What follows belongs to an exercise in optimizing a design on an open flow for small area, a short achievable clock period and few clock cycles; a production flow would make more cautious choices. Only the layout flow was run in this run; the RTL was not checked for function there. Power and IR drop assume default switching activity.

--- flow/flow/run.sh ---
#!/bin/bash
# The standard layout (standard.sh: unchanged synthesis, floorplan, place,
# CTS, route) with these changes to how it is made:
#  - repair_timing is asked for extra setup slack, so that the achieved period
#    is pushed below the constraint;
#  - the port buffers that buffer_ports inserts are plain buffers (buf_1,
#    which repair may upsize) rather than the delay cells it picks by default;
#  - CTS inserts no dummy load cells and clusters up to 30 sinks per leaf buffer.
set -euo pipefail
bash standard.sh SETUP_SLACK_MARGIN=9.5 \
  "BUFFER_PORTS_ARGS=-buffer_cell sky130_fd_sc_hd__buf_1" \
  "CTS_ARGS=-sink_clustering_enable -repair_clock_nets -dont_use_dummy_load -sink_clustering_size 30 -sink_clustering_max_diameter 80" \
  finish > standard_flow.log 2>&1
--- flow/standard.sh ---
#!/bin/bash
# synth_recipe.tcl (not shown) runs the flow's synth.tcl, then flattens the netlist and writes it again
# the make line also repeats each setting of config.mk as NAME=value (left out here)
make -C /OpenROAD-flow-scripts/flow DESIGN_CONFIG=/design/flow/config.mk WORK_HOME=/design/flow/orfs CLKGATE_MAP_FILE= SYNTH_SCRIPT=/design/flow/synth_recipe.tcl "${@:-finish}"
--- flow/config.mk ---
export PLATFORM = sky130hd
export DESIGN_NAME = conv_engine_array
export DESIGN_NICKNAME = conv_engine_array
export VERILOG_FILES = /design/flow/design.v
export SDC_FILE = /design/flow/constraint.sdc
export NUM_CORES = 4
export LEC_CHECK = 0
export CAP_MARGIN = 20
export CORE_MARGIN = 2
export CORE_UTILIZATION = 35
export PLACE_DENSITY = 0.6
export SLEW_MARGIN = 20
--- flow/constraint.sdc ---
create_clock -name core_clock -period 13.5 [get_ports {clk}]
set_input_delay 2.7000 -clock core_clock [delete_from_list [all_inputs] [get_ports {clk}]]
set_output_delay 2.7000 -clock core_clock [all_outputs]
set_load 0.01 [all_outputs]
--- flow/design.v ---
`default_nettype none
module booth_enc4 (
    input  wire [31:0] a,
    output wire [15:0] one,
    output wire [15:0] two,
    output wire [15:0] neg
);
    genvar p, k;
    generate
        for (p = 0; p < 4; p++) begin : g_p
            for (k = 0; k < 4; k++) begin : g_k
                wire a2 = a[p*8 + 2*k + 1];
                wire a1 = a[p*8 + 2*k];
                wire a0 = (k == 0) ? 1'b0 : a[p*8 + 2*k - 1];
                assign one[p*4 + k] = a1 ^ a0;
                assign two[p*4 + k] = (a2 & ~a1 & ~a0) | (~a2 & a1 & a0);
                assign neg[p*4 + k] = a2;
            end
        end
    endgenerate
endmodule
module mac_array_32x32 (
    input  wire [31:0] w,
    input  wire [15:0] one,
    input  wire [15:0] two,
    input  wire [15:0] neg,
    output wire [17:0] s,
    output wire [17:0] c
);
    dot4_csa u_csa (.w(w), .one(one), .two(two), .neg(neg), .s(s), .c(c));
endmodule
module dot4_csa (
    input  wire [31:0] w,
    input  wire [15:0] one,
    input  wire [15:0] two,
    input  wire [15:0] neg,
    output wire [17:0] s,
    output wire [17:0] c
);
    wire x0_0 = ((one[0] & w[0]) | (two[0] & 1'b0)) ^ neg[0];
    wire x0_1 = ((one[0] & w[1]) | (two[0] & w[0])) ^ neg[0];
    wire x0_2 = ((one[0] & w[2]) | (two[0] & w[1])) ^ neg[0];
    wire x0_3 = ((one[0] & w[3]) | (two[0] & w[2])) ^ neg[0];
    wire x0_4 = ((one[0] & w[4]) | (two[0] & w[3])) ^ neg[0];
    wire x0_5 = ((one[0] & w[5]) | (two[0] & w[4])) ^ neg[0];
    wire x0_6 = ((one[0] & w[6]) | (two[0] & w[5])) ^ neg[0];
    wire x0_7 = ((one[0] & w[7]) | (two[0] & w[6])) ^ neg[0];
    wire x0_8 = ((one[0] & w[7]) | (two[0] & w[7])) ^ neg[0];
    wire x1_0 = ((one[1] & w[0]) | (two[1] & 1'b0)) ^ neg[1];
    wire x1_1 = ((one[1] & w[1]) | (two[1] & w[0])) ^ neg[1];
    wire x1_2 = ((one[1] & w[2]) | (two[1] & w[1])) ^ neg[1];
    wire x1_3 = ((one[1] & w[3]) | (two[1] & w[2])) ^ neg[1];
    wire x1_4 = ((one[1] & w[4]) | (two[1] & w[3])) ^ neg[1];
    wire x1_5 = ((one[1] & w[5]) | (two[1] & w[4])) ^ neg[1];
    wire x1_6 = ((one[1] & w[6]) | (two[1] & w[5])) ^ neg[1];
    wire x1_7 = ((one[1] & w[7]) | (two[1] & w[6])) ^ neg[1];
    wire x1_8 = ((one[1] & w[7]) | (two[1] & w[7])) ^ neg[1];
    wire x2_0 = ((one[2] & w[0]) | (two[2] & 1'b0)) ^ neg[2];
    wire x2_1 = ((one[2] & w[1]) | (two[2] & w[0])) ^ neg[2];
    wire x2_2 = ((one[2] & w[2]) | (two[2] & w[1])) ^ neg[2];
    wire x2_3 = ((one[2] & w[3]) | (two[2] & w[2])) ^ neg[2];
    wire x2_4 = ((one[2] & w[4]) | (two[2] & w[3])) ^ neg[2];
    wire x2_5 = ((one[2] & w[5]) | (two[2] & w[4])) ^ neg[2];
    wire x2_6 = ((one[2] & w[6]) | (two[2] & w[5])) ^ neg[2];
    wire x2_7 = ((one[2] & w[7]) | (two[2] & w[6])) ^ neg[2];
    wire x2_8 = ((one[2] & w[7]) | (two[2] & w[7])) ^ neg[2];
    wire x3_0 = ((one[3] & w[0]) | (two[3] & 1'b0)) ^ neg[3];
    wire x3_1 = ((one[3] & w[1]) | (two[3] & w[0])) ^ neg[3];
    wire x3_2 = ((one[3] & w[2]) | (two[3] & w[1])) ^ neg[3];
    wire x3_3 = ((one[3] & w[3]) | (two[3] & w[2])) ^ neg[3];
    wire x3_4 = ((one[3] & w[4]) | (two[3] & w[3])) ^ neg[3];
    wire x3_5 = ((one[3] & w[5]) | (two[3] & w[4])) ^ neg[3];
    wire x3_6 = ((one[3] & w[6]) | (two[3] & w[5])) ^ neg[3];
    wire x3_7 = ((one[3] & w[7]) | (two[3] & w[6])) ^ neg[3];
    wire x3_8 = ((one[3] & w[7]) | (two[3] & w[7])) ^ neg[3];
    wire x4_0 = ((one[4] & w[8]) | (two[4] & 1'b0)) ^ neg[4];
    wire x4_1 = ((one[4] & w[9]) | (two[4] & w[8])) ^ neg[4];
    wire x4_2 = ((one[4] & w[10]) | (two[4] & w[9])) ^ neg[4];
    wire x4_3 = ((one[4] & w[11]) | (two[4] & w[10])) ^ neg[4];
    wire x4_4 = ((one[4] & w[12]) | (two[4] & w[11])) ^ neg[4];
    wire x4_5 = ((one[4] & w[13]) | (two[4] & w[12])) ^ neg[4];
    wire x4_6 = ((one[4] & w[14]) | (two[4] & w[13])) ^ neg[4];
    wire x4_7 = ((one[4] & w[15]) | (two[4] & w[14])) ^ neg[4];
    wire x4_8 = ((one[4] & w[15]) | (two[4] & w[15])) ^ neg[4];
    wire x5_0 = ((one[5] & w[8]) | (two[5] & 1'b0)) ^ neg[5];
    wire x5_1 = ((one[5] & w[9]) | (two[5] & w[8])) ^ neg[5];
    wire x5_2 = ((one[5] & w[10]) | (two[5] & w[9])) ^ neg[5];
    wire x5_3 = ((one[5] & w[11]) | (two[5] & w[10])) ^ neg[5];
    wire x5_4 = ((one[5] & w[12]) | (two[5] & w[11])) ^ neg[5];
    wire x5_5 = ((one[5] & w[13]) | (two[5] & w[12])) ^ neg[5];
    wire x5_6 = ((one[5] & w[14]) | (two[5] & w[13])) ^ neg[5];
    wire x5_7 = ((one[5] & w[15]) | (two[5] & w[14])) ^ neg[5];
    wire x5_8 = ((one[5] & w[15]) | (two[5] & w[15])) ^ neg[5];
    wire x6_0 = ((one[6] & w[8]) | (two[6] & 1'b0)) ^ neg[6];
    wire x6_1 = ((one[6] & w[9]) | (two[6] & w[8])) ^ neg[6];
    wire x6_2 = ((one[6] & w[10]) | (two[6] & w[9])) ^ neg[6];
    wire x6_3 = ((one[6] & w[11]) | (two[6] & w[10])) ^ neg[6];
    wire x6_4 = ((one[6] & w[12]) | (two[6] & w[11])) ^ neg[6];
    wire x6_5 = ((one[6] & w[13]) | (two[6] & w[12])) ^ neg[6];
    wire x6_6 = ((one[6] & w[14]) | (two[6] & w[13])) ^ neg[6];
    wire x6_7 = ((one[6] & w[15]) | (two[6] & w[14])) ^ neg[6];
    wire x6_8 = ((one[6] & w[15]) | (two[6] & w[15])) ^ neg[6];
    wire x7_0 = ((one[7] & w[8]) | (two[7] & 1'b0)) ^ neg[7];
    wire x7_1 = ((one[7] & w[9]) | (two[7] & w[8])) ^ neg[7];
    wire x7_2 = ((one[7] & w[10]) | (two[7] & w[9])) ^ neg[7];
    wire x7_3 = ((one[7] & w[11]) | (two[7] & w[10])) ^ neg[7];
    wire x7_4 = ((one[7] & w[12]) | (two[7] & w[11])) ^ neg[7];
    wire x7_5 = ((one[7] & w[13]) | (two[7] & w[12])) ^ neg[7];
    wire x7_6 = ((one[7] & w[14]) | (two[7] & w[13])) ^ neg[7];
    wire x7_7 = ((one[7] & w[15]) | (two[7] & w[14])) ^ neg[7];
    wire x7_8 = ((one[7] & w[15]) | (two[7] & w[15])) ^ neg[7];
    wire x8_0 = ((one[8] & w[16]) | (two[8] & 1'b0)) ^ neg[8];
    wire x8_1 = ((one[8] & w[17]) | (two[8] & w[16])) ^ neg[8];
    wire x8_2 = ((one[8] & w[18]) | (two[8] & w[17])) ^ neg[8];
    wire x8_3 = ((one[8] & w[19]) | (two[8] & w[18])) ^ neg[8];
    wire x8_4 = ((one[8] & w[20]) | (two[8] & w[19])) ^ neg[8];
    wire x8_5 = ((one[8] & w[21]) | (two[8] & w[20])) ^ neg[8];
    wire x8_6 = ((one[8] & w[22]) | (two[8] & w[21])) ^ neg[8];
    wire x8_7 = ((one[8] & w[23]) | (two[8] & w[22])) ^ neg[8];
    wire x8_8 = ((one[8] & w[23]) | (two[8] & w[23])) ^ neg[8];
    wire x9_0 = ((one[9] & w[16]) | (two[9] & 1'b0)) ^ neg[9];
    wire x9_1 = ((one[9] & w[17]) | (two[9] & w[16])) ^ neg[9];
    wire x9_2 = ((one[9] & w[18]) | (two[9] & w[17])) ^ neg[9];
    wire x9_3 = ((one[9] & w[19]) | (two[9] & w[18])) ^ neg[9];
    wire x9_4 = ((one[9] & w[20]) | (two[9] & w[19])) ^ neg[9];
    wire x9_5 = ((one[9] & w[21]) | (two[9] & w[20])) ^ neg[9];
    wire x9_6 = ((one[9] & w[22]) | (two[9] & w[21])) ^ neg[9];
    wire x9_7 = ((one[9] & w[23]) | (two[9] & w[22])) ^ neg[9];
    wire x9_8 = ((one[9] & w[23]) | (two[9] & w[23])) ^ neg[9];
    wire x10_0 = ((one[10] & w[16]) | (two[10] & 1'b0)) ^ neg[10];
    wire x10_1 = ((one[10] & w[17]) | (two[10] & w[16])) ^ neg[10];
    wire x10_2 = ((one[10] & w[18]) | (two[10] & w[17])) ^ neg[10];
    wire x10_3 = ((one[10] & w[19]) | (two[10] & w[18])) ^ neg[10];
    wire x10_4 = ((one[10] & w[20]) | (two[10] & w[19])) ^ neg[10];
    wire x10_5 = ((one[10] & w[21]) | (two[10] & w[20])) ^ neg[10];
    wire x10_6 = ((one[10] & w[22]) | (two[10] & w[21])) ^ neg[10];
    wire x10_7 = ((one[10] & w[23]) | (two[10] & w[22])) ^ neg[10];
    wire x10_8 = ((one[10] & w[23]) | (two[10] & w[23])) ^ neg[10];
    wire x11_0 = ((one[11] & w[16]) | (two[11] & 1'b0)) ^ neg[11];
    wire x11_1 = ((one[11] & w[17]) | (two[11] & w[16])) ^ neg[11];
    wire x11_2 = ((one[11] & w[18]) | (two[11] & w[17])) ^ neg[11];
    wire x11_3 = ((one[11] & w[19]) | (two[11] & w[18])) ^ neg[11];
    wire x11_4 = ((one[11] & w[20]) | (two[11] & w[19])) ^ neg[11];
    wire x11_5 = ((one[11] & w[21]) | (two[11] & w[20])) ^ neg[11];
    wire x11_6 = ((one[11] & w[22]) | (two[11] & w[21])) ^ neg[11];
    wire x11_7 = ((one[11] & w[23]) | (two[11] & w[22])) ^ neg[11];
    wire x11_8 = ((one[11] & w[23]) | (two[11] & w[23])) ^ neg[11];
    wire x12_0 = ((one[12] & w[24]) | (two[12] & 1'b0)) ^ neg[12];
    wire x12_1 = ((one[12] & w[25]) | (two[12] & w[24])) ^ neg[12];
    wire x12_2 = ((one[12] & w[26]) | (two[12] & w[25])) ^ neg[12];
    wire x12_3 = ((one[12] & w[27]) | (two[12] & w[26])) ^ neg[12];
    wire x12_4 = ((one[12] & w[28]) | (two[12] & w[27])) ^ neg[12];
    wire x12_5 = ((one[12] & w[29]) | (two[12] & w[28])) ^ neg[12];
    wire x12_6 = ((one[12] & w[30]) | (two[12] & w[29])) ^ neg[12];
    wire x12_7 = ((one[12] & w[31]) | (two[12] & w[30])) ^ neg[12];
    wire x12_8 = ((one[12] & w[31]) | (two[12] & w[31])) ^ neg[12];
    wire x13_0 = ((one[13] & w[24]) | (two[13] & 1'b0)) ^ neg[13];
    wire x13_1 = ((one[13] & w[25]) | (two[13] & w[24])) ^ neg[13];
    wire x13_2 = ((one[13] & w[26]) | (two[13] & w[25])) ^ neg[13];
    wire x13_3 = ((one[13] & w[27]) | (two[13] & w[26])) ^ neg[13];
    wire x13_4 = ((one[13] & w[28]) | (two[13] & w[27])) ^ neg[13];
    wire x13_5 = ((one[13] & w[29]) | (two[13] & w[28])) ^ neg[13];
    wire x13_6 = ((one[13] & w[30]) | (two[13] & w[29])) ^ neg[13];
    wire x13_7 = ((one[13] & w[31]) | (two[13] & w[30])) ^ neg[13];
    wire x13_8 = ((one[13] & w[31]) | (two[13] & w[31])) ^ neg[13];
    wire x14_0 = ((one[14] & w[24]) | (two[14] & 1'b0)) ^ neg[14];
    wire x14_1 = ((one[14] & w[25]) | (two[14] & w[24])) ^ neg[14];
    wire x14_2 = ((one[14] & w[26]) | (two[14] & w[25])) ^ neg[14];
    wire x14_3 = ((one[14] & w[27]) | (two[14] & w[26])) ^ neg[14];
    wire x14_4 = ((one[14] & w[28]) | (two[14] & w[27])) ^ neg[14];
    wire x14_5 = ((one[14] & w[29]) | (two[14] & w[28])) ^ neg[14];
    wire x14_6 = ((one[14] & w[30]) | (two[14] & w[29])) ^ neg[14];
    wire x14_7 = ((one[14] & w[31]) | (two[14] & w[30])) ^ neg[14];
    wire x14_8 = ((one[14] & w[31]) | (two[14] & w[31])) ^ neg[14];
    wire x15_0 = ((one[15] & w[24]) | (two[15] & 1'b0)) ^ neg[15];
    wire x15_1 = ((one[15] & w[25]) | (two[15] & w[24])) ^ neg[15];
    wire x15_2 = ((one[15] & w[26]) | (two[15] & w[25])) ^ neg[15];
    wire x15_3 = ((one[15] & w[27]) | (two[15] & w[26])) ^ neg[15];
    wire x15_4 = ((one[15] & w[28]) | (two[15] & w[27])) ^ neg[15];
    wire x15_5 = ((one[15] & w[29]) | (two[15] & w[28])) ^ neg[15];
    wire x15_6 = ((one[15] & w[30]) | (two[15] & w[29])) ^ neg[15];
    wire x15_7 = ((one[15] & w[31]) | (two[15] & w[30])) ^ neg[15];
    wire x15_8 = ((one[15] & w[31]) | (two[15] & w[31])) ^ neg[15];
    wire hn_s = neg[3] ^ neg[7];
    wire hn_c = neg[3] & neg[7];
    wire fs0, fc0;
    assign {fc0, fs0} = {x0_4} + {x1_2} + {x2_0};
    wire hs1, hc1;
    assign {hc1, hs1} = {neg[2]} + {x4_4};
    wire hs2, hc2;
    assign {hc2, hs2} = {x0_5} + {x1_3};
    wire fs3, fc3;
    assign {fc3, fs3} = {x0_6} + {x1_4} + {x2_2};
    wire fs4, fc4;
    assign {fc4, fs4} = {x3_0} + {x4_6} + {x5_4};
    wire fs5, fc5;
    assign {fc5, fs5} = {x6_2} + {x7_0} + {x8_6};
    wire hs6, hc6;
    assign {hc6, hs6} = {x9_4} + {x10_2};
    wire fs7, fc7;
    assign {fc7, fs7} = {x0_7} + {x1_5} + {x2_3};
    wire fs8, fc8;
    assign {fc8, fs8} = {x3_1} + {x4_7} + {x5_5};
    wire fs9, fc9;
    assign {fc9, fs9} = {x6_3} + {x7_1} + {x8_7};
    wire fs10, fc10;
    assign {fc10, fs10} = {x9_5} + {x10_3} + {x11_1};
    wire fs11, fc11;
    assign {fc11, fs11} = {~x0_8} + {x1_6} + {x2_4};
    wire fs12, fc12;
    assign {fc12, fs12} = {x3_2} + {~x4_8} + {x5_6};
    wire fs13, fc13;
    assign {fc13, fs13} = {x6_4} + {x7_2} + {~x8_8};
    wire hs14, hc14;
    assign {hc14, hs14} = {x9_6} + {x10_4};
    wire fs15, fc15;
    assign {fc15, fs15} = {x1_7} + {x2_5} + {x3_3};
    wire hs16, hc16;
    assign {hc16, hs16} = {x5_7} + {x6_5};
    wire fs17, fc17;
    assign {fc17, fs17} = {~x1_8} + {x2_6} + {x3_4};
    wire fs18, fc18;
    assign {fc18, fs18} = {x0_2} + {x1_0} + {neg[1]};
    wire hs19, hc19;
    assign {hc19, hs19} = {x4_2} + {x5_0};
    wire hs20, hc20;
    assign {hc20, hs20} = {x0_3} + {x1_1};
    wire fs21, fc21;
    assign {fc21, fs21} = {fs0} + {hs1} + {x5_2};
    wire fs22, fc22;
    assign {fc22, fs22} = {x6_0} + {neg[6]} + {x8_4};
    wire hs23, hc23;
    assign {hc23, hs23} = {x9_2} + {x10_0};
    wire fs24, fc24;
    assign {fc24, fs24} = {fc0} + {hc1} + {hs2};
    wire fs25, fc25;
    assign {fc25, fs25} = {x2_1} + {x4_5} + {x5_3};
    wire fs26, fc26;
    assign {fc26, fs26} = {x6_1} + {x8_5} + {x9_3};
    wire hs27, hc27;
    assign {hc27, hs27} = {x10_1} + {x12_5};
    wire fs28, fc28;
    assign {fc28, fs28} = {hc2} + {fs3} + {fs4};
    wire fs29, fc29;
    assign {fc29, fs29} = {fs5} + {hs6} + {x11_0};
    wire fs30, fc30;
    assign {fc30, fs30} = {neg[11]} + {x12_6} + {x13_4};
    wire fs31, fc31;
    assign {fc31, fs31} = {x14_2} + {x15_0} + {neg[15]};
    wire fs32, fc32;
    assign {fc32, fs32} = {fc3} + {fc4} + {fc5};
    wire fs33, fc33;
    assign {fc33, fs33} = {hc6} + {fs7} + {fs8};
    wire fs34, fc34;
    assign {fc34, fs34} = {fs9} + {fs10} + {x12_7};
    wire fs35, fc35;
    assign {fc35, fs35} = {x13_5} + {x14_3} + {x15_1};
    wire fs36, fc36;
    assign {fc36, fs36} = {fc7} + {fc8} + {fc9};
    wire fs37, fc37;
    assign {fc37, fs37} = {fc10} + {fs11} + {fs12};
    wire fs38, fc38;
    assign {fc38, fs38} = {fs13} + {hs14} + {x11_2};
    wire fs39, fc39;
    assign {fc39, fs39} = {~x12_8} + {x13_6} + {x14_4};
    wire fs40, fc40;
    assign {fc40, fs40} = {fc11} + {fc12} + {fc13};
    wire fs41, fc41;
    assign {fc41, fs41} = {hc14} + {fs15} + {hs16};
    wire fs42, fc42;
    assign {fc42, fs42} = {x7_3} + {x9_7} + {x10_5};
    wire fs43, fc43;
    assign {fc43, fs43} = {x11_3} + {x13_7} + {x14_5};
    wire fs44, fc44;
    assign {fc44, fs44} = {fc15} + {hc16} + {fs17};
    wire fs45, fc45;
    assign {fc45, fs45} = {~x5_8} + {x6_6} + {x7_4};
    wire fs46, fc46;
    assign {fc46, fs46} = {~x9_8} + {x10_6} + {x11_4};
    wire fs47, fc47;
    assign {fc47, fs47} = {~x13_8} + {x14_6} + {x15_4};
    wire fs48, fc48;
    assign {fc48, fs48} = {fc17} + {x2_7} + {x3_5};
    wire fs49, fc49;
    assign {fc49, fs49} = {x6_7} + {x7_5} + {x10_7};
    wire hs50, hc50;
    assign {hc50, hs50} = {x11_5} + {x14_7};
    wire fs51, fc51;
    assign {fc51, fs51} = {~x2_8} + {x3_6} + {~x6_8};
    wire fs52, fc52;
    assign {fc52, fs52} = {x0_0} + {neg[0]} + {x4_0};
    wire fs53, fc53;
    assign {fc53, fs53} = {fs18} + {hs19} + {neg[5]};
    wire hs54, hc54;
    assign {hc54, hs54} = {x8_2} + {x9_0};
    wire fs55, fc55;
    assign {fc55, fs55} = {fc18} + {hc19} + {hs20};
    wire fs56, fc56;
    assign {fc56, fs56} = {x4_3} + {x5_1} + {x8_3};
    wire hs57, hc57;
    assign {hc57, hs57} = {x9_1} + {x12_3};
    wire fs58, fc58;
    assign {fc58, fs58} = {hc20} + {fs21} + {fs22};
    wire fs59, fc59;
    assign {fc59, fs59} = {hs23} + {neg[10]} + {x12_4};
    wire fs60, fc60;
    assign {fc60, fs60} = {x13_2} + {x14_0} + {neg[14]};
    wire fs61, fc61;
    assign {fc61, fs61} = {fc21} + {fc22} + {hc23};
    wire fs62, fc62;
    assign {fc62, fs62} = {fs24} + {fs25} + {fs26};
    wire fs63, fc63;
    assign {fc63, fs63} = {hs27} + {x13_3} + {x14_1};
    wire fs64, fc64;
    assign {fc64, fs64} = {fc24} + {fc25} + {fc26};
    wire fs65, fc65;
    assign {fc65, fs65} = {hc27} + {fs28} + {fs29};
    wire fs66, fc66;
    assign {fc66, fs66} = {fs30} + {fs31} + {hn_s};
    wire fs67, fc67;
    assign {fc67, fs67} = {fc28} + {fc29} + {fc30};
    wire fs68, fc68;
    assign {fc68, fs68} = {fc31} + {fs32} + {fs33};
    wire fs69, fc69;
    assign {fc69, fs69} = {fs34} + {fs35} + {hn_c};
    wire fs70, fc70;
    assign {fc70, fs70} = {fc32} + {fc33} + {fc34};
    wire fs71, fc71;
    assign {fc71, fs71} = {fc35} + {fs36} + {fs37};
    wire fs72, fc72;
    assign {fc72, fs72} = {fs38} + {fs39} + {x15_2};
    wire fs73, fc73;
    assign {fc73, fs73} = {fc36} + {fc37} + {fc38};
    wire fs74, fc74;
    assign {fc74, fs74} = {fc39} + {fs40} + {fs41};
    wire fs75, fc75;
    assign {fc75, fs75} = {fs42} + {fs43} + {x15_3};
    wire fs76, fc76;
    assign {fc76, fs76} = {fc40} + {fc41} + {fc42};
    wire fs77, fc77;
    assign {fc77, fs77} = {fc43} + {fs44} + {fs45};
    wire fs78, fc78;
    assign {fc78, fs78} = {fs46} + {fs47} + {1'b1};
    wire fs79, fc79;
    assign {fc79, fs79} = {fc44} + {fc45} + {fc46};
    wire fs80, fc80;
    assign {fc80, fs80} = {fc47} + {fs48} + {fs49};
    wire fs81, fc81;
    assign {fc81, fs81} = {hs50} + {x15_5} + {1'b1};
    wire fs82, fc82;
    assign {fc82, fs82} = {fc48} + {fc49} + {hc50};
    wire fs83, fc83;
    assign {fc83, fs83} = {fs51} + {x7_6} + {~x10_8};
    wire fs84, fc84;
    assign {fc84, fs84} = {x11_6} + {~x14_8} + {x15_6};
    wire fs85, fc85;
    assign {fc85, fs85} = {fc51} + {x3_7} + {x7_7};
    wire hs86, hc86;
    assign {hc86, hs86} = {x11_7} + {x15_7};
    wire fs87, fc87;
    assign {fc87, fs87} = {fs52} + {neg[4]} + {x8_0};
    wire fs88, fc88;
    assign {fc88, fs88} = {fc52} + {x0_1} + {x4_1};
    wire fs89, fc89;
    assign {fc89, fs89} = {fs53} + {hs54} + {neg[9]};
    wire hs90, hc90;
    assign {hc90, hs90} = {x12_2} + {x13_0};
    wire fs91, fc91;
    assign {fc91, fs91} = {fc53} + {hc54} + {fs55};
    wire fs92, fc92;
    assign {fc92, fs92} = {fs56} + {hs57} + {x13_1};
    wire fs93, fc93;
    assign {fc93, fs93} = {fc55} + {fc56} + {hc57};
    wire fs94, fc94;
    assign {fc94, fs94} = {fs58} + {fs59} + {fs60};
    wire fs95, fc95;
    assign {fc95, fs95} = {fc58} + {fc59} + {fc60};
    wire fs96, fc96;
    assign {fc96, fs96} = {fs61} + {fs62} + {fs63};
    wire fs97, fc97;
    assign {fc97, fs97} = {fc61} + {fc62} + {fc63};
    wire fs98, fc98;
    assign {fc98, fs98} = {fs64} + {fs65} + {fs66};
    wire fs99, fc99;
    assign {fc99, fs99} = {fc64} + {fc65} + {fc66};
    wire fs100, fc100;
    assign {fc100, fs100} = {fs67} + {fs68} + {fs69};
    wire fs101, fc101;
    assign {fc101, fs101} = {fc67} + {fc68} + {fc69};
    wire fs102, fc102;
    assign {fc102, fs102} = {fs70} + {fs71} + {fs72};
    wire fs103, fc103;
    assign {fc103, fs103} = {fc70} + {fc71} + {fc72};
    wire fs104, fc104;
    assign {fc104, fs104} = {fs73} + {fs74} + {fs75};
    wire fs105, fc105;
    assign {fc105, fs105} = {fc73} + {fc74} + {fc75};
    wire fs106, fc106;
    assign {fc106, fs106} = {fs76} + {fs77} + {fs78};
    wire fs107, fc107;
    assign {fc107, fs107} = {fc76} + {fc77} + {fc78};
    wire fs108, fc108;
    assign {fc108, fs108} = {fs79} + {fs80} + {fs81};
    wire fs109, fc109;
    assign {fc109, fs109} = {fc79} + {fc80} + {fc81};
    wire fs110, fc110;
    assign {fc110, fs110} = {fs82} + {fs83} + {fs84};
    wire fs111, fc111;
    assign {fc111, fs111} = {fc82} + {fc83} + {fc84};
    wire fs112, fc112;
    assign {fc112, fs112} = {fs85} + {hs86} + {1'b1};
    wire fs113, fc113;
    assign {fc113, fs113} = {fc85} + {hc86} + {~x3_8};
    wire fs114, fc114;
    assign {fc114, fs114} = {~x7_8} + {~x11_8} + {~x15_8};
    wire hs115, hc115;
    assign {hc115, hs115} = {fs87} + {neg[8]};
    wire fs116, fc116;
    assign {fc116, fs116} = {fc87} + {fs88} + {x8_1};
    wire fs117, fc117;
    assign {fc117, fs117} = {fc88} + {fs89} + {hs90};
    wire fs118, fc118;
    assign {fc118, fs118} = {fc89} + {hc90} + {fs91};
    wire fs119, fc119;
    assign {fc119, fs119} = {fc91} + {fc92} + {fs93};
    wire fs120, fc120;
    assign {fc120, fs120} = {fc93} + {fc94} + {fs95};
    wire fs121, fc121;
    assign {fc121, fs121} = {fc95} + {fc96} + {fs97};
    wire fs122, fc122;
    assign {fc122, fs122} = {fc97} + {fc98} + {fs99};
    wire fs123, fc123;
    assign {fc123, fs123} = {fc99} + {fc100} + {fs101};
    wire fs124, fc124;
    assign {fc124, fs124} = {fc101} + {fc102} + {fs103};
    wire fs125, fc125;
    assign {fc125, fs125} = {fc103} + {fc104} + {fs105};
    wire fs126, fc126;
    assign {fc126, fs126} = {fc105} + {fc106} + {fs107};
    wire fs127, fc127;
    assign {fc127, fs127} = {fc107} + {fc108} + {fs109};
    wire fs128, fc128;
    assign {fc128, fs128} = {fc109} + {fc110} + {fs111};
    wire fs129, fc129;
    assign {fc129, fs129} = {fc111} + {fc112} + {fs113};
    wire hs130, hc130;
    assign {hc130, hs130} = {fc113} + {fc114};
    wire hs131, hc131;
    assign {hc131, hs131} = {hs115} + {x12_0};
    wire fs132, fc132;
    assign {fc132, fs132} = {hc115} + {fs116} + {x12_1};
    wire fs133, fc133;
    assign {fc133, fs133} = {fc116} + {fs117} + {neg[13]};
    wire fs134, fc134;
    assign {fc134, fs134} = {fc117} + {fs118} + {fs92};
    wire fs135, fc135;
    assign {fc135, fs135} = {fc118} + {fs119} + {fs94};
    wire fs136, fc136;
    assign {fc136, fs136} = {fc119} + {fs120} + {fs96};
    wire fs137, fc137;
    assign {fc137, fs137} = {fc120} + {fs121} + {fs98};
    wire fs138, fc138;
    assign {fc138, fs138} = {fc121} + {fs122} + {fs100};
    wire fs139, fc139;
    assign {fc139, fs139} = {fc122} + {fs123} + {fs102};
    wire fs140, fc140;
    assign {fc140, fs140} = {fc123} + {fs124} + {fs104};
    wire fs141, fc141;
    assign {fc141, fs141} = {fc124} + {fs125} + {fs106};
    wire fs142, fc142;
    assign {fc142, fs142} = {fc125} + {fs126} + {fs108};
    wire fs143, fc143;
    assign {fc143, fs143} = {fc126} + {fs127} + {fs110};
    wire fs144, fc144;
    assign {fc144, fs144} = {fc127} + {fs128} + {fs112};
    wire fs145, fc145;
    assign {fc145, fs145} = {fc128} + {fs129} + {fs114};
    wire fs146, fc146;
    assign {fc146, fs146} = {fc129} + {hs130} + {1'b1};
    assign s = {1'b0, fc146, fc145, fc144, fc143, fc142, fc141, fc140, fc139, fc138, fc137, fc136, fc135, fc134, fc133, fc132, hc131, hs131};
    assign c = {1'b0, hc130, fs146, fs145, fs144, fs143, fs142, fs141, fs140, fs139, fs138, fs137, fs136, fs135, fs134, fs133, fs132, neg[12]};
endmodule
`default_nettype wire
`default_nettype none
module post_process_array (
    input  wire               clk,
    input  wire        [3:0]  qs,
    input  wire        [3:0]  dig,
    input  wire signed [31:0] r,
    input  wire               snz,       
    output wire signed [7:0]  q
);
    logic [23:0] us, uc;
    logic        ui;
    wire [23:0] us_in = qs[0] ? 24'h800000 : us;
    wire [23:0] uc_in = qs[0] ? 24'h000000 : uc;
    wire        ui_in = ~qs[0] & ui;
    wire [27:0] ps, pc;
    qmul_csa u_csa (.r(r[23:0]), .d(dig), .us(us_in), .uc(uc_in), .ui(ui_in), .s(ps), .c(pc));
    wire [4:0] lo = {1'b0, ps[3:0]} + {1'b0, pc[3:0]};
    wire big_pos = ~r[31] & (|r[30:23]);
    wire big_neg =  r[31] & ~(&r[30:23]);
    logic bp, bn, bz;                
    always_ff @(posedge clk) begin
        us <= ps[27:4];
        uc <= pc[27:4];
        ui <= lo[4];
        if (qs[3]) begin
            bp <= big_pos & snz;
            bn <= big_neg & snz;
            bz <= (big_pos | big_neg) & ~snz;
        end
    end
    wire [24:0] u2 = {us, ui} + {uc, ui};
    wire [23:0] u  = u2[24:1];
    wire signed [23:0] m = {~u[23], u[22:0]};      
    wire big     = bp | bn | bz;
    wire hi = ~m[23] & (|m[22:7]);
    wire lo_ = m[23] & ~(&m[22:7]);
    assign q = bp | (~big & hi)  ? 8'sd127  :
               bn | (~big & lo_) ? -8'sd128 :
               big ? 8'sd0 : m[7:0];
endmodule
module qmul_csa (
    input  wire [23:0] r,
    input  wire [3:0]  d,
    input  wire [23:0] us,
    input  wire [23:0] uc,
    input  wire        ui,
    output wire [27:0] s,
    output wire [27:0] c
);
    wire pq0_0 = d[0] & r[0];
    wire pq0_1 = d[0] & r[1];
    wire pq0_2 = d[0] & r[2];
    wire pq0_3 = d[0] & r[3];
    wire pq0_4 = d[0] & r[4];
    wire pq0_5 = d[0] & r[5];
    wire pq0_6 = d[0] & r[6];
    wire pq0_7 = d[0] & r[7];
    wire pq0_8 = d[0] & r[8];
    wire pq0_9 = d[0] & r[9];
    wire pq0_10 = d[0] & r[10];
    wire pq0_11 = d[0] & r[11];
    wire pq0_12 = d[0] & r[12];
    wire pq0_13 = d[0] & r[13];
    wire pq0_14 = d[0] & r[14];
    wire pq0_15 = d[0] & r[15];
    wire pq0_16 = d[0] & r[16];
    wire pq0_17 = d[0] & r[17];
    wire pq0_18 = d[0] & r[18];
    wire pq0_19 = d[0] & r[19];
    wire pq0_20 = d[0] & r[20];
    wire pq0_21 = d[0] & r[21];
    wire pq0_22 = d[0] & r[22];
    wire pq0_23 = ~(d[0] & r[23]);
    wire pq1_0 = d[1] & r[0];
    wire pq1_1 = d[1] & r[1];
    wire pq1_2 = d[1] & r[2];
    wire pq1_3 = d[1] & r[3];
    wire pq1_4 = d[1] & r[4];
    wire pq1_5 = d[1] & r[5];
    wire pq1_6 = d[1] & r[6];
    wire pq1_7 = d[1] & r[7];
    wire pq1_8 = d[1] & r[8];
    wire pq1_9 = d[1] & r[9];
    wire pq1_10 = d[1] & r[10];
    wire pq1_11 = d[1] & r[11];
    wire pq1_12 = d[1] & r[12];
    wire pq1_13 = d[1] & r[13];
    wire pq1_14 = d[1] & r[14];
    wire pq1_15 = d[1] & r[15];
    wire pq1_16 = d[1] & r[16];
    wire pq1_17 = d[1] & r[17];
    wire pq1_18 = d[1] & r[18];
    wire pq1_19 = d[1] & r[19];
    wire pq1_20 = d[1] & r[20];
    wire pq1_21 = d[1] & r[21];
    wire pq1_22 = d[1] & r[22];
    wire pq1_23 = ~(d[1] & r[23]);
    wire pq2_0 = d[2] & r[0];
    wire pq2_1 = d[2] & r[1];
    wire pq2_2 = d[2] & r[2];
    wire pq2_3 = d[2] & r[3];
    wire pq2_4 = d[2] & r[4];
    wire pq2_5 = d[2] & r[5];
    wire pq2_6 = d[2] & r[6];
    wire pq2_7 = d[2] & r[7];
    wire pq2_8 = d[2] & r[8];
    wire pq2_9 = d[2] & r[9];
    wire pq2_10 = d[2] & r[10];
    wire pq2_11 = d[2] & r[11];
    wire pq2_12 = d[2] & r[12];
    wire pq2_13 = d[2] & r[13];
    wire pq2_14 = d[2] & r[14];
    wire pq2_15 = d[2] & r[15];
    wire pq2_16 = d[2] & r[16];
    wire pq2_17 = d[2] & r[17];
    wire pq2_18 = d[2] & r[18];
    wire pq2_19 = d[2] & r[19];
    wire pq2_20 = d[2] & r[20];
    wire pq2_21 = d[2] & r[21];
    wire pq2_22 = d[2] & r[22];
    wire pq2_23 = ~(d[2] & r[23]);
    wire pq3_0 = d[3] & r[0];
    wire pq3_1 = d[3] & r[1];
    wire pq3_2 = d[3] & r[2];
    wire pq3_3 = d[3] & r[3];
    wire pq3_4 = d[3] & r[4];
    wire pq3_5 = d[3] & r[5];
    wire pq3_6 = d[3] & r[6];
    wire pq3_7 = d[3] & r[7];
    wire pq3_8 = d[3] & r[8];
    wire pq3_9 = d[3] & r[9];
    wire pq3_10 = d[3] & r[10];
    wire pq3_11 = d[3] & r[11];
    wire pq3_12 = d[3] & r[12];
    wire pq3_13 = d[3] & r[13];
    wire pq3_14 = d[3] & r[14];
    wire pq3_15 = d[3] & r[15];
    wire pq3_16 = d[3] & r[16];
    wire pq3_17 = d[3] & r[17];
    wire pq3_18 = d[3] & r[18];
    wire pq3_19 = d[3] & r[19];
    wire pq3_20 = d[3] & r[20];
    wire pq3_21 = d[3] & r[21];
    wire pq3_22 = d[3] & r[22];
    wire pq3_23 = ~(d[3] & r[23]);
    wire hs0, hc0;
    assign {hc0, hs0} = {pq0_2} + {pq1_1};
    wire fs1, fc1;
    assign {fc1, fs1} = {pq0_3} + {pq1_2} + {pq2_1};
    wire hs2, hc2;
    assign {hc2, hs2} = {pq3_0} + {us[3]};
    wire fs3, fc3;
    assign {fc3, fs3} = {pq0_4} + {pq1_3} + {pq2_2};
    wire fs4, fc4;
    assign {fc4, fs4} = {pq3_1} + {us[4]} + {uc[4]};
    wire fs5, fc5;
    assign {fc5, fs5} = {pq0_5} + {pq1_4} + {pq2_3};
    wire fs6, fc6;
    assign {fc6, fs6} = {pq3_2} + {us[5]} + {uc[5]};
    wire fs7, fc7;
    assign {fc7, fs7} = {pq0_6} + {pq1_5} + {pq2_4};
    wire fs8, fc8;
    assign {fc8, fs8} = {pq3_3} + {us[6]} + {uc[6]};
    wire fs9, fc9;
    assign {fc9, fs9} = {pq0_7} + {pq1_6} + {pq2_5};
    wire fs10, fc10;
    assign {fc10, fs10} = {pq3_4} + {us[7]} + {uc[7]};
    wire fs11, fc11;
    assign {fc11, fs11} = {pq0_8} + {pq1_7} + {pq2_6};
    wire fs12, fc12;
    assign {fc12, fs12} = {pq3_5} + {us[8]} + {uc[8]};
    wire fs13, fc13;
    assign {fc13, fs13} = {pq0_9} + {pq1_8} + {pq2_7};
    wire fs14, fc14;
    assign {fc14, fs14} = {pq3_6} + {us[9]} + {uc[9]};
    wire fs15, fc15;
    assign {fc15, fs15} = {pq0_10} + {pq1_9} + {pq2_8};
    wire fs16, fc16;
    assign {fc16, fs16} = {pq3_7} + {us[10]} + {uc[10]};
    wire fs17, fc17;
    assign {fc17, fs17} = {pq0_11} + {pq1_10} + {pq2_9};
    wire fs18, fc18;
    assign {fc18, fs18} = {pq3_8} + {us[11]} + {uc[11]};
    wire fs19, fc19;
    assign {fc19, fs19} = {pq0_12} + {pq1_11} + {pq2_10};
    wire fs20, fc20;
    assign {fc20, fs20} = {pq3_9} + {us[12]} + {uc[12]};
    wire fs21, fc21;
    assign {fc21, fs21} = {pq0_13} + {pq1_12} + {pq2_11};
    wire fs22, fc22;
    assign {fc22, fs22} = {pq3_10} + {us[13]} + {uc[13]};
    wire fs23, fc23;
    assign {fc23, fs23} = {pq0_14} + {pq1_13} + {pq2_12};
    wire fs24, fc24;
    assign {fc24, fs24} = {pq3_11} + {us[14]} + {uc[14]};
    wire fs25, fc25;
    assign {fc25, fs25} = {pq0_15} + {pq1_14} + {pq2_13};
    wire fs26, fc26;
    assign {fc26, fs26} = {pq3_12} + {us[15]} + {uc[15]};
    wire fs27, fc27;
    assign {fc27, fs27} = {pq0_16} + {pq1_15} + {pq2_14};
    wire fs28, fc28;
    assign {fc28, fs28} = {pq3_13} + {us[16]} + {uc[16]};
    wire fs29, fc29;
    assign {fc29, fs29} = {pq0_17} + {pq1_16} + {pq2_15};
    wire fs30, fc30;
    assign {fc30, fs30} = {pq3_14} + {us[17]} + {uc[17]};
    wire fs31, fc31;
    assign {fc31, fs31} = {pq0_18} + {pq1_17} + {pq2_16};
    wire fs32, fc32;
    assign {fc32, fs32} = {pq3_15} + {us[18]} + {uc[18]};
    wire fs33, fc33;
    assign {fc33, fs33} = {pq0_19} + {pq1_18} + {pq2_17};
    wire fs34, fc34;
    assign {fc34, fs34} = {pq3_16} + {us[19]} + {uc[19]};
    wire fs35, fc35;
    assign {fc35, fs35} = {pq0_20} + {pq1_19} + {pq2_18};
    wire fs36, fc36;
    assign {fc36, fs36} = {pq3_17} + {us[20]} + {uc[20]};
    wire fs37, fc37;
    assign {fc37, fs37} = {pq0_21} + {pq1_20} + {pq2_19};
    wire fs38, fc38;
    assign {fc38, fs38} = {pq3_18} + {us[21]} + {uc[21]};
    wire fs39, fc39;
    assign {fc39, fs39} = {pq0_22} + {pq1_21} + {pq2_20};
    wire fs40, fc40;
    assign {fc40, fs40} = {pq3_19} + {us[22]} + {uc[22]};
    wire fs41, fc41;
    assign {fc41, fs41} = {pq0_23} + {pq1_22} + {pq2_21};
    wire fs42, fc42;
    assign {fc42, fs42} = {pq3_20} + {us[23]} + {uc[23]};
    wire hs43, hc43;
    assign {hc43, hs43} = {pq1_23} + {pq2_22};
    wire hs44, hc44;
    assign {hc44, hs44} = {pq0_0} + {us[0]};
    wire fs45, fc45;
    assign {fc45, fs45} = {pq0_1} + {pq1_0} + {us[1]};
    wire fs46, fc46;
    assign {fc46, fs46} = {hs0} + {pq2_0} + {us[2]};
    wire fs47, fc47;
    assign {fc47, fs47} = {hc0} + {fs1} + {hs2};
    wire fs48, fc48;
    assign {fc48, fs48} = {fc1} + {hc2} + {fs3};
    wire fs49, fc49;
    assign {fc49, fs49} = {fc3} + {fc4} + {fs5};
    wire fs50, fc50;
    assign {fc50, fs50} = {fc5} + {fc6} + {fs7};
    wire fs51, fc51;
    assign {fc51, fs51} = {fc7} + {fc8} + {fs9};
    wire fs52, fc52;
    assign {fc52, fs52} = {fc9} + {fc10} + {fs11};
    wire fs53, fc53;
    assign {fc53, fs53} = {fc11} + {fc12} + {fs13};
    wire fs54, fc54;
    assign {fc54, fs54} = {fc13} + {fc14} + {fs15};
    wire fs55, fc55;
    assign {fc55, fs55} = {fc15} + {fc16} + {fs17};
    wire fs56, fc56;
    assign {fc56, fs56} = {fc17} + {fc18} + {fs19};
    wire fs57, fc57;
    assign {fc57, fs57} = {fc19} + {fc20} + {fs21};
    wire fs58, fc58;
    assign {fc58, fs58} = {fc21} + {fc22} + {fs23};
    wire fs59, fc59;
    assign {fc59, fs59} = {fc23} + {fc24} + {fs25};
    wire fs60, fc60;
    assign {fc60, fs60} = {fc25} + {fc26} + {fs27};
    wire fs61, fc61;
    assign {fc61, fs61} = {fc27} + {fc28} + {fs29};
    wire fs62, fc62;
    assign {fc62, fs62} = {fc29} + {fc30} + {fs31};
    wire fs63, fc63;
    assign {fc63, fs63} = {fc31} + {fc32} + {fs33};
    wire fs64, fc64;
    assign {fc64, fs64} = {fc33} + {fc34} + {fs35};
    wire fs65, fc65;
    assign {fc65, fs65} = {fc35} + {fc36} + {fs37};
    wire fs66, fc66;
    assign {fc66, fs66} = {fc37} + {fc38} + {fs39};
    wire fs67, fc67;
    assign {fc67, fs67} = {fc39} + {fc40} + {fs41};
    wire fs68, fc68;
    assign {fc68, fs68} = {fc41} + {fc42} + {hs43};
    wire hs69, hc69;
    assign {hc69, hs69} = {hc43} + {pq2_23};
    wire hs70, hc70;
    assign {hc70, hs70} = {hs44} + {uc[0]};
    wire fs71, fc71;
    assign {fc71, fs71} = {hc44} + {fs45} + {uc[1]};
    wire fs72, fc72;
    assign {fc72, fs72} = {fc45} + {fs46} + {uc[2]};
    wire fs73, fc73;
    assign {fc73, fs73} = {fc46} + {fs47} + {uc[3]};
    wire fs74, fc74;
    assign {fc74, fs74} = {fc47} + {fs48} + {fs4};
    wire fs75, fc75;
    assign {fc75, fs75} = {fc48} + {fs49} + {fs6};
    wire fs76, fc76;
    assign {fc76, fs76} = {fc49} + {fs50} + {fs8};
    wire fs77, fc77;
    assign {fc77, fs77} = {fc50} + {fs51} + {fs10};
    wire fs78, fc78;
    assign {fc78, fs78} = {fc51} + {fs52} + {fs12};
    wire fs79, fc79;
    assign {fc79, fs79} = {fc52} + {fs53} + {fs14};
    wire fs80, fc80;
    assign {fc80, fs80} = {fc53} + {fs54} + {fs16};
    wire fs81, fc81;
    assign {fc81, fs81} = {fc54} + {fs55} + {fs18};
    wire fs82, fc82;
    assign {fc82, fs82} = {fc55} + {fs56} + {fs20};
    wire fs83, fc83;
    assign {fc83, fs83} = {fc56} + {fs57} + {fs22};
    wire fs84, fc84;
    assign {fc84, fs84} = {fc57} + {fs58} + {fs24};
    wire fs85, fc85;
    assign {fc85, fs85} = {fc58} + {fs59} + {fs26};
    wire fs86, fc86;
    assign {fc86, fs86} = {fc59} + {fs60} + {fs28};
    wire fs87, fc87;
    assign {fc87, fs87} = {fc60} + {fs61} + {fs30};
    wire fs88, fc88;
    assign {fc88, fs88} = {fc61} + {fs62} + {fs32};
    wire fs89, fc89;
    assign {fc89, fs89} = {fc62} + {fs63} + {fs34};
    wire fs90, fc90;
    assign {fc90, fs90} = {fc63} + {fs64} + {fs36};
    wire fs91, fc91;
    assign {fc91, fs91} = {fc64} + {fs65} + {fs38};
    wire fs92, fc92;
    assign {fc92, fs92} = {fc65} + {fs66} + {fs40};
    wire fs93, fc93;
    assign {fc93, fs93} = {fc66} + {fs67} + {fs42};
    wire fs94, fc94;
    assign {fc94, fs94} = {fc67} + {fs68} + {pq3_21};
    wire fs95, fc95;
    assign {fc95, fs95} = {fc68} + {hs69} + {pq3_22};
    wire hs96, hc96;
    assign {hc96, hs96} = {hc69} + {pq3_23};
    assign s = {hc96, fc95, fc94, fc93, fc92, fc91, fc90, fc89, fc88, fc87, fc86, fc85, fc84, fc83, fc82, fc81, fc80, fc79, fc78, fc77, fc76, fc75, fc74, fc73, fc72, fc71, hc70, hs70};
    assign c = {1'b0, hs96, fs95, fs94, fs93, fs92, fs91, fs90, fs89, fs88, fs87, fs86, fs85, fs84, fs83, fs82, fs81, fs80, fs79, fs78, fs77, fs76, fs75, fs74, fs73, fs72, fs71, ui};
endmodule
`default_nettype wire
`default_nettype none
module conv_engine_array #(
    parameter int ROWS    = 4,
    parameter int COLS    = 4,
    parameter int SCALE_Q = 16
) (
    input  logic        clk,
    input  logic        rst_n,
    input  logic        start,
    input  logic [10:0] c_in,
    input  logic [10:0] c_out,
    input  logic [3:0]  kernel_size,
    output logic [12:0] patch_rd_addr,
    input  logic [COLS*8-1:0] patch_rd_data_wide,
    output logic [21:0] weight_rd_addr,
    input  logic [COLS*8-1:0] weight_rd_data_wide,
    output logic [8:0]  bias_rd_ch,
    input  logic signed [31:0] bias_rd_data,
    input  logic [15:0] scale,
    input  logic        skip_relu,
    output logic        out_valid,
    output logic [8:0]  out_ch_base,
    output logic [5:0]  out_count,
    output wire  [ROWS*8-1:0] out_data_flat,
    output wire  [ROWS*32-1:0] out_int32_flat,
    output logic        done
);
    logic [8:0]  cin_q;
    logic        k3_q;
    logic [8:0]  coutm1_q;       
    logic [10:0] lastq_q;        
    logic [1:0]  rlast_q;        
    wire  [13:0] nm1 = (k3_q ? ({cin_q, 3'b000} + {5'd0, cin_q}) : {5'd0, cin_q}) - 14'd1;
    always_ff @(posedge clk) begin
        cin_q    <= c_in[8:0];
        k3_q     <= (kernel_size == 4'd3);
        coutm1_q <= c_out[8:0] - 9'd1;
        lastq_q  <= nm1[12:2];
        rlast_q  <= nm1[1:0];
    end
    logic        run;
    logic [10:0] pos;            
    logic [8:0]  och;            
    logic [21:0] waddr;
    logic [2:0]  gcnt;           
    logic        first_cyc;      
    wire f_last   = first_cyc ? (~k3_q & (cin_q <= 9'd4)) : (pos == lastq_q);
    wire f_lastch = (och == coutm1_q);
    wire f_space  = (och[1:0] == 2'd0 && och != 9'd0) ? (gcnt == 3'd5) : (gcnt >= 3'd3);
    wire f_go     = run & (~f_last | f_space);    
    assign weight_rd_addr = waddr;
    assign patch_rd_addr  = {pos, 2'b00};
    always_ff @(posedge clk or negedge rst_n) begin
        if (!rst_n) begin
            run       <= 1'b0;
            first_cyc <= 1'b0;
        end else begin
            first_cyc <= start;
            if (start)
                run <= 1'b1;
            else if (f_go && f_last && f_lastch)
                run <= 1'b0;
        end
    end
    always_ff @(posedge clk) begin
        if (start) begin
            pos   <= 11'd0;
            och   <= 9'd0;
            waddr <= 22'd0;
            gcnt  <= 3'd0;
        end else if (f_go) begin
            if (f_last) begin
                pos   <= 11'd0;
                och   <= och + 9'd1;
                waddr <= waddr + {19'd0, {1'b0, rlast_q} + 3'd1};
                gcnt  <= 3'd0;
            end else begin
                pos   <= pos + 11'd1;
                waddr <= waddr + 22'd4;
                if (gcnt != 3'd5) gcnt <= gcnt + 3'd1;
            end
        end else if (gcnt != 3'd5) begin
            gcnt <= gcnt + 3'd1;
        end
    end
    logic        d_v, d_first, d_last, d_end;
    logic [31:0] d_w;
    logic [15:0] d_one, d_two, d_neg;    
    wire  [31:0] a_m;
    wire  [15:0] e_one, e_two, e_neg;
    genvar gj;
    generate
        for (gj = 0; gj < 4; gj++) begin : g_am
            assign a_m[gj*8 +: 8] = (f_go && (!f_last || gj <= rlast_q)) ?
                                    patch_rd_data_wide[gj*8 +: 8] : 8'd0;
        end
    endgenerate
    booth_enc4 u_enc (.a(a_m), .one(e_one), .two(e_two), .neg(e_neg));
    always_ff @(posedge clk or negedge rst_n) begin
        if (!rst_n) d_v <= 1'b0;
        else        d_v <= f_go;
    end
    always_ff @(posedge clk) begin
        d_first <= f_go & (pos == 11'd0);
        d_last  <= f_last;
        d_end   <= f_last & f_lastch;
        d_w     <= weight_rd_data_wide;
        d_one   <= e_one;
        d_two   <= e_two;
        d_neg   <= e_neg;
    end
    logic        s_v, s_first, s_last, s_end;
    logic [17:0] s_s, s_c;
    logic [31:0] bias_d, bias_q;
    wire  [17:0] dot_s, dot_c;
    mac_array_32x32 u_dot (.w(d_w), .one(d_one), .two(d_two), .neg(d_neg), .s(dot_s), .c(dot_c));
    assign bias_rd_ch = och;
    always_ff @(posedge clk or negedge rst_n) begin
        if (!rst_n) s_v <= 1'b0;
        else        s_v <= d_v;
    end
    always_ff @(posedge clk) begin
        s_first <= d_first;
        s_last  <= d_last;
        s_end   <= d_end;
        s_s     <= dot_s;
        s_c     <= dot_c;
        bias_d  <= bias_rd_data;
        bias_q  <= bias_d + {4'hf, ~lastq_q, 17'd0};
    end
    logic        a_v, a_end;
    logic [1:0]  alane, a_lane;
    logic signed [31:0] acc;
    always_ff @(posedge clk or negedge rst_n) begin
        if (!rst_n) a_v <= 1'b0;
        else        a_v <= s_v & s_last;
    end
    always_ff @(posedge clk) begin
        if (start)
            alane <= 2'd0;
        else if (s_v && s_last)
            alane <= alane + 2'd1;
        a_end  <= s_end;
        a_lane <= alane;
        acc <= (s_first ? bias_q : acc) + {14'd0, s_s & {18{s_v}}} + {14'd0, s_c & {18{s_v}}};
    end
    logic        r_end;
    logic [1:0]  r_lane;
    logic signed [31:0] r;
    logic [4:0]  qs;             
    always_ff @(posedge clk or negedge rst_n) begin
        if (!rst_n) qs <= 4'd0;
        else        qs <= {qs[3:0], a_v};
    end
    always_ff @(posedge clk) begin
        if (a_v) begin
            r_end  <= a_end;
            r_lane <= a_lane;
            r      <= (skip_relu || !acc[31]) ? acc : ((acc >>> 3) - (acc >>> 5));
        end
    end
    wire signed [7:0] q;
    logic [3:0]  dig;            
    always_ff @(posedge clk)
        dig <= a_v   ? scale[3:0]   :
               qs[0] ? scale[7:4]   :
               qs[1] ? scale[11:8]  : scale[15:12];
    post_process_array u_q (.clk(clk), .qs(qs[3:0]), .dig(dig), .r(r), .snz(|scale), .q(q));
    logic [7:0]  o8  [0:ROWS-1];
    logic [31:0] o32 [0:ROWS-2];     
    logic [6:0]  tile;
    logic        q_end;
    logic [1:0]  q_lane;
    always_ff @(posedge clk or negedge rst_n) begin
        if (!rst_n) begin
            out_valid <= 1'b0;
            done      <= 1'b0;
        end else begin
            out_valid <= qs[4] & (q_end | (q_lane == 2'd3));
            done      <= qs[4] & q_end;
        end
    end
    always_ff @(posedge clk) begin
        if (start)
            tile <= 7'd0;
        else if (out_valid)
            tile <= tile + 7'd1;
        if (qs[3]) begin
            q_end  <= r_end;
            q_lane <= r_lane;
        end
        out_count <= q_end ? {3'd0, {1'b0, coutm1_q[1:0]} + 3'd1} : 6'd4;
        for (int l = 0; l < ROWS; l++) begin
            if (l < ROWS-1 && qs[3] && r_lane == l[1:0]) o32[l] <= r;
            if (l < ROWS-1 && qs[4] && q_lane == l[1:0]) o8[l]  <= q;
        end
        o8[ROWS-1] <= q;         
    end
    assign out_ch_base = {tile, 2'b00};
    genvar gl;
    generate
        for (gl = 0; gl < ROWS; gl++) begin : g_out
            assign out_data_flat[gl*8 +: 8]   = o8[gl];
            if (gl < ROWS-1) begin : g_o32
                assign out_int32_flat[gl*32 +: 32] = o32[gl];
            end else begin : g_r
                assign out_int32_flat[gl*32 +: 32] = r;
            end
        end
    endgenerate
endmodule
`default_nettype wire
==> impl_metrics.tcl <==
set metrics [dict create \
    outcome "no timing/DRC/antenna violations" \
    globalRouteOverflowTotal 0 \
    synthFlopType "sky130_fd_sc_hd__dfxtp_1" \
    synth-seq-area-share_pct 40.6 \
    fin_hold_ws_ns 0.326 \
    dr.pass1.iters 5 \
    cts_sinks 541 \
    crit_path_max_incr_delay_ns 0.53 \
    netSwitchingFraction_pct 41.9 \
    final.setup_skew_ns 0.0515 \
    finalSetupViolCount 0 \
    critical_path_arrival_ns 1.30 \
    cp_cell_sequence "buf_1" \
    floorplan.core_area_sq_um 87000 \
    avgSynthCellArea_sq_um 10.5 \
    critical_path.startpoint_type "flop" \
    worstSkewPairLatency_ns 0.59 \
    routabilityCongestion 0.873 \
    groute.usage.overall_pct 17.2 \
    ys_ff_latch 541 \
    power.share.sequential_pct 28.4 \
    final_hold_viol_count 0 \
    end_of_the_worst_register_to_register_path "s_c[9]$_DFF_P_" \
    grt_pass1_vias 21016 \
    hp-class "reg -> reg" \
    syn-cell-area_sq_um 30800 \
    tritoncts_clock_tree "built" \
    drv.max_cap_violation_count 0 \
    number_of_h_tree_branching_levels 2 \
    power.leakage_nw 14.0 \
    crit_path_end_kind "primary output" \
    critical_path_required_ns 10.80 \
    design.die.area_sq_um 90400 \
    worst_r2r_setup_slack_ns 9.58 \
    synth-async-reset-ratio_pct 2.22 \
    critical_path_class "reg -> out" \
    cell_internal_pwr_mw 4.45 \
    worst_ir_drop_vdd_mv 0.143 \
    max-clock-path-buffers 3 \
    areaGrowthSynthToFinish_pct 13.0 \
    synth_enable_flop_cells 161 \
    period_minus_slack_ns 4.00 \
    netSwitchingPower_mw 3.21 \
    r2r.worst_path.cells 9 \
    buffer_ports.inserted 351 \
    totalNegativeSetupSlack_ns 0 \
    synth_cell_type_count 87 \
    grt_max_degree 64 \
    detailedRoute.firstIterationViolations 986 \
    rr_startpoint "d_w[10]$_DFF_P_" \
    routedWlPerCell_microns 17.8 \
    layout.nets 3762 \
    setup.worst_path.start "r[17]$_DFFE_PP_" \
    critPathMaxFanout 2 \
    max_slew_margin_pct 29.9 \
    wl_microns 78600 \
    synth_warnings 4 \
    period_share_pct 29.6 \
    antenna_violations_before_repair 5 \
    initial_core_util_pct 35.4 \
    num_rows 108 \
    num-fill-cells 8661 \
    grt_first_pass_wirelength_microns 121000 \
    cp_depth 1 \
    route.vias.total 21187 \
    crit_path_buf_inv_count 1 \
    tritoncts.num_buffers 38 \
    fraction_of_final_layout_cells_sized_beyond_drive_strength_1_pct 7.63 \
    pwr-share-comb_pct 57.9 \
    yosys.area.top_type "sky130_fd_sc_hd__dfxtp_1" \
    critical_path.top_delay_family "flip-flops" \
    die_height_microns 301 \
    clock-root-buffer "sky130_fd_sc_hd__clkbuf_16" \
    yosys.area.top_type_share_pct 23.9 \
    mostFrequentLayoutCell "sky130_fd_sc_hd__buf_1" \
    cpMaxStageDelayCell "sky130_fd_sc_hd__edfxtp_1" \
    clock_power_share_pct 13.7 \
    antenna_viol_nets_final 0 \
    power_density_nw_per_um2 220 \
    worst-slew-pin-transition_ns 1.05 \
    max_freq_mhz 250 \
    synthesized_instance_count 2943 \
    dp_hpwl_microns 59500 \
    rsz0062_at_grt "yes" \
    worst_hold_startpoint "bias_d[13]$_DFF_P_" \
    holdBufCountCts 0 \
    post_synth_main_area_contributors "sky130_fd_sc_hd__dfxtp_1 (24%), sky130_fd_sc_hd__edfxtp_1 (16%), sky130_fd_sc_hd__fa_1 (15%), sky130_fd_sc_hd__ha_1 (5.4%), sky130_fd_sc_hd__xor2_1 (4.7%)" \
    mostFrequentLayoutCells "sky130_fd_sc_hd__buf_1 (339), sky130_fd_sc_hd__inv_1 (308), sky130_fd_sc_hd__dfxtp_1 (295)" \
    utilization_pct 40.0 \
    critical_path_capture_point "out_int32_flat[113]" \
    drt-vias-per-instance 4.80 \
    die_width_microns 301 \
    clk_pin_slew_worst_paths_ns 0.10 \
    remaining_drc_errors 0 \
    io_pins 363 \
    maxSlewViolCount 0 \
]
synthesized netlist by cell type (28+ instances only):
master	number
sky130_fd_sc_hd__xor2_1	165
sky130_fd_sc_hd__fa_1	233
sky130_fd_sc_hd__a21o_1	40
sky130_fd_sc_hd__o21ai_0	96
sky130_fd_sc_hd__nor3_1	36
sky130_fd_sc_hd__xnor2_1	147
sky130_fd_sc_hd__nor2_1	158
sky130_fd_sc_hd__nor2b_1	57
sky130_fd_sc_hd__dfxtp_1	368
sky130_fd_sc_hd__inv_1	308
sky130_fd_sc_hd__ha_1	133
sky130_fd_sc_hd__and2_1	153
sky130_fd_sc_hd__a22oi_1	112
sky130_fd_sc_hd__nor4_1	28
sky130_fd_sc_hd__clkbuf_1	117
sky130_fd_sc_hd__nand2_1	156
sky130_fd_sc_hd__nand3_1	30
sky130_fd_sc_hd__mux2i_1	31
sky130_fd_sc_hd__edfxtp_1	161
sky130_fd_sc_hd__a21oi_1	102
flip-flops by register name, indices dropped and copies added, names as in the netlist, 16 cells and up:
register and cells:
d_two 16, r 32, s_s 17, u_q.us 24, u_q.uc 23, o32 96, d_one 16, bias_q 32
acc 32, waddr 22, d_w 32, bias_d 32, s_c 17, d_neg 16, o8 32
how the worst min path moves through the flow:
| stage | end | slack [ns] | cells after the start |
|---|---|---|---|
| 2_1_floorplan | a_end$_DFF_P_ | 0.31 | 0 |
| 3_3_place_gp | bias_q[16]$_DFF_P_ | 0.31 | 0 |
| 3_5_place_dp | bias_q[14]$_DFF_P_ | 0.31 | 0 |
| 4_1_cts | s_v$_DFF_PN0_ | 0.33 | 0 |
| 5_1_grt | s_v$_DFF_PN0_ | 0.33 | 0 |
| 6_report | bias_q[13]$_DFF_P_ | 0.33 | 0 |
through the flow:
stage               cell area [sq um]  worst slack (ns)  power [mW]  std cells
floorplan                       30900              9.48        5.53       2949
global placement                33100              8.94        6.49       4327
detailed placement              33100              8.86        6.59       4327
CTS                             34600              9.45        7.74       4403
global route                    34800              9.45        8.46       4407
finish                          34800              9.50        7.66       4411
kinds of logic (layout without fill, tap and decap cells):
family / count (synthesis) / count (layout) / synth area share (%)
other: 1 / 11 / 0.0122
muxes: 35 / 35 / 1.15
DFF: 541 / 541 / 40.6
adders and majority gates: 366 / 366 / 20.5
and+or+nand+nor: 748 / 748 / 12.7
xor gates and xnor gates: 312 / 312 / 8.87
buffers and inverters: 449 / 752 / 5.60
AOI/OAI and AO/OA: 491 / 491 / 10.6
routing by layer:
metal  wire length [microns]  share of wire (%)  GRT usage (%)
met3                    3540                4.5           2.55
met2                   38700                 49           30.0
met1                   34500                 44           22.1
met5                      40              0.051              0
met4                    1830                2.3           4.62
area by class of cell:
type,instances,area [sq um],area share [%]
Multi-Input combinational cell,1959,16800,48.3
Tap cell,1155,1450,4.15
Clock buffer,38,951,2.73
Sequential cell,541,12600,36.2
Antenna cell,4,10.0,0.0287
Inverter,311,1170,3.35
Timing Repair Buffer,403,1810,5.20
power by group through the flow:
stage	sequential [mW]	combinational (mW)	clock, mW
after detailed placement	2.21	4.39	0
after floorplan	2.10	3.43	0
after CTS	2.17	4.47	1.10
final	2.17	4.44	1.05
after global routing	2.20	5.11	1.15
after global placement	2.21	4.29	0
repair_timing:
action | CTS | global route
cloned | 2 | 0
resized for setup | 65 | 74
buffers inserted | 36 | 4
endpoints found under the setup margin | 70 | 43
pin swaps | 4 | 12

[port drivers added, routing unchanged]
How much do the figures lean on ideal ports? The routed layout below was timed once more, with nothing changed but the port constraints. Step 1: set_driving_cell puts a clkbuf_16 on clk and a buf_2 on each other input, an assumption about the parent block. Step 2 also shifts input and output timing later by t, the mid clock arrival at the registers, as if the neighbouring blocks saw the same clock. Slacks: ideal / step 1 / step 2; pairs: ideal / step 1.
shift t [ns]: 0.629
slack for setup (ns): 9.499 / 9.432 / 9.228
hold slack, ns: 0.326 / 0.326 / 0.326
worst setup path after step 2: input to register
After both steps this run still meets setup and hold. The setup slack of this run moves by -0.067 ns with the drivers and by -0.271 ns with both steps.
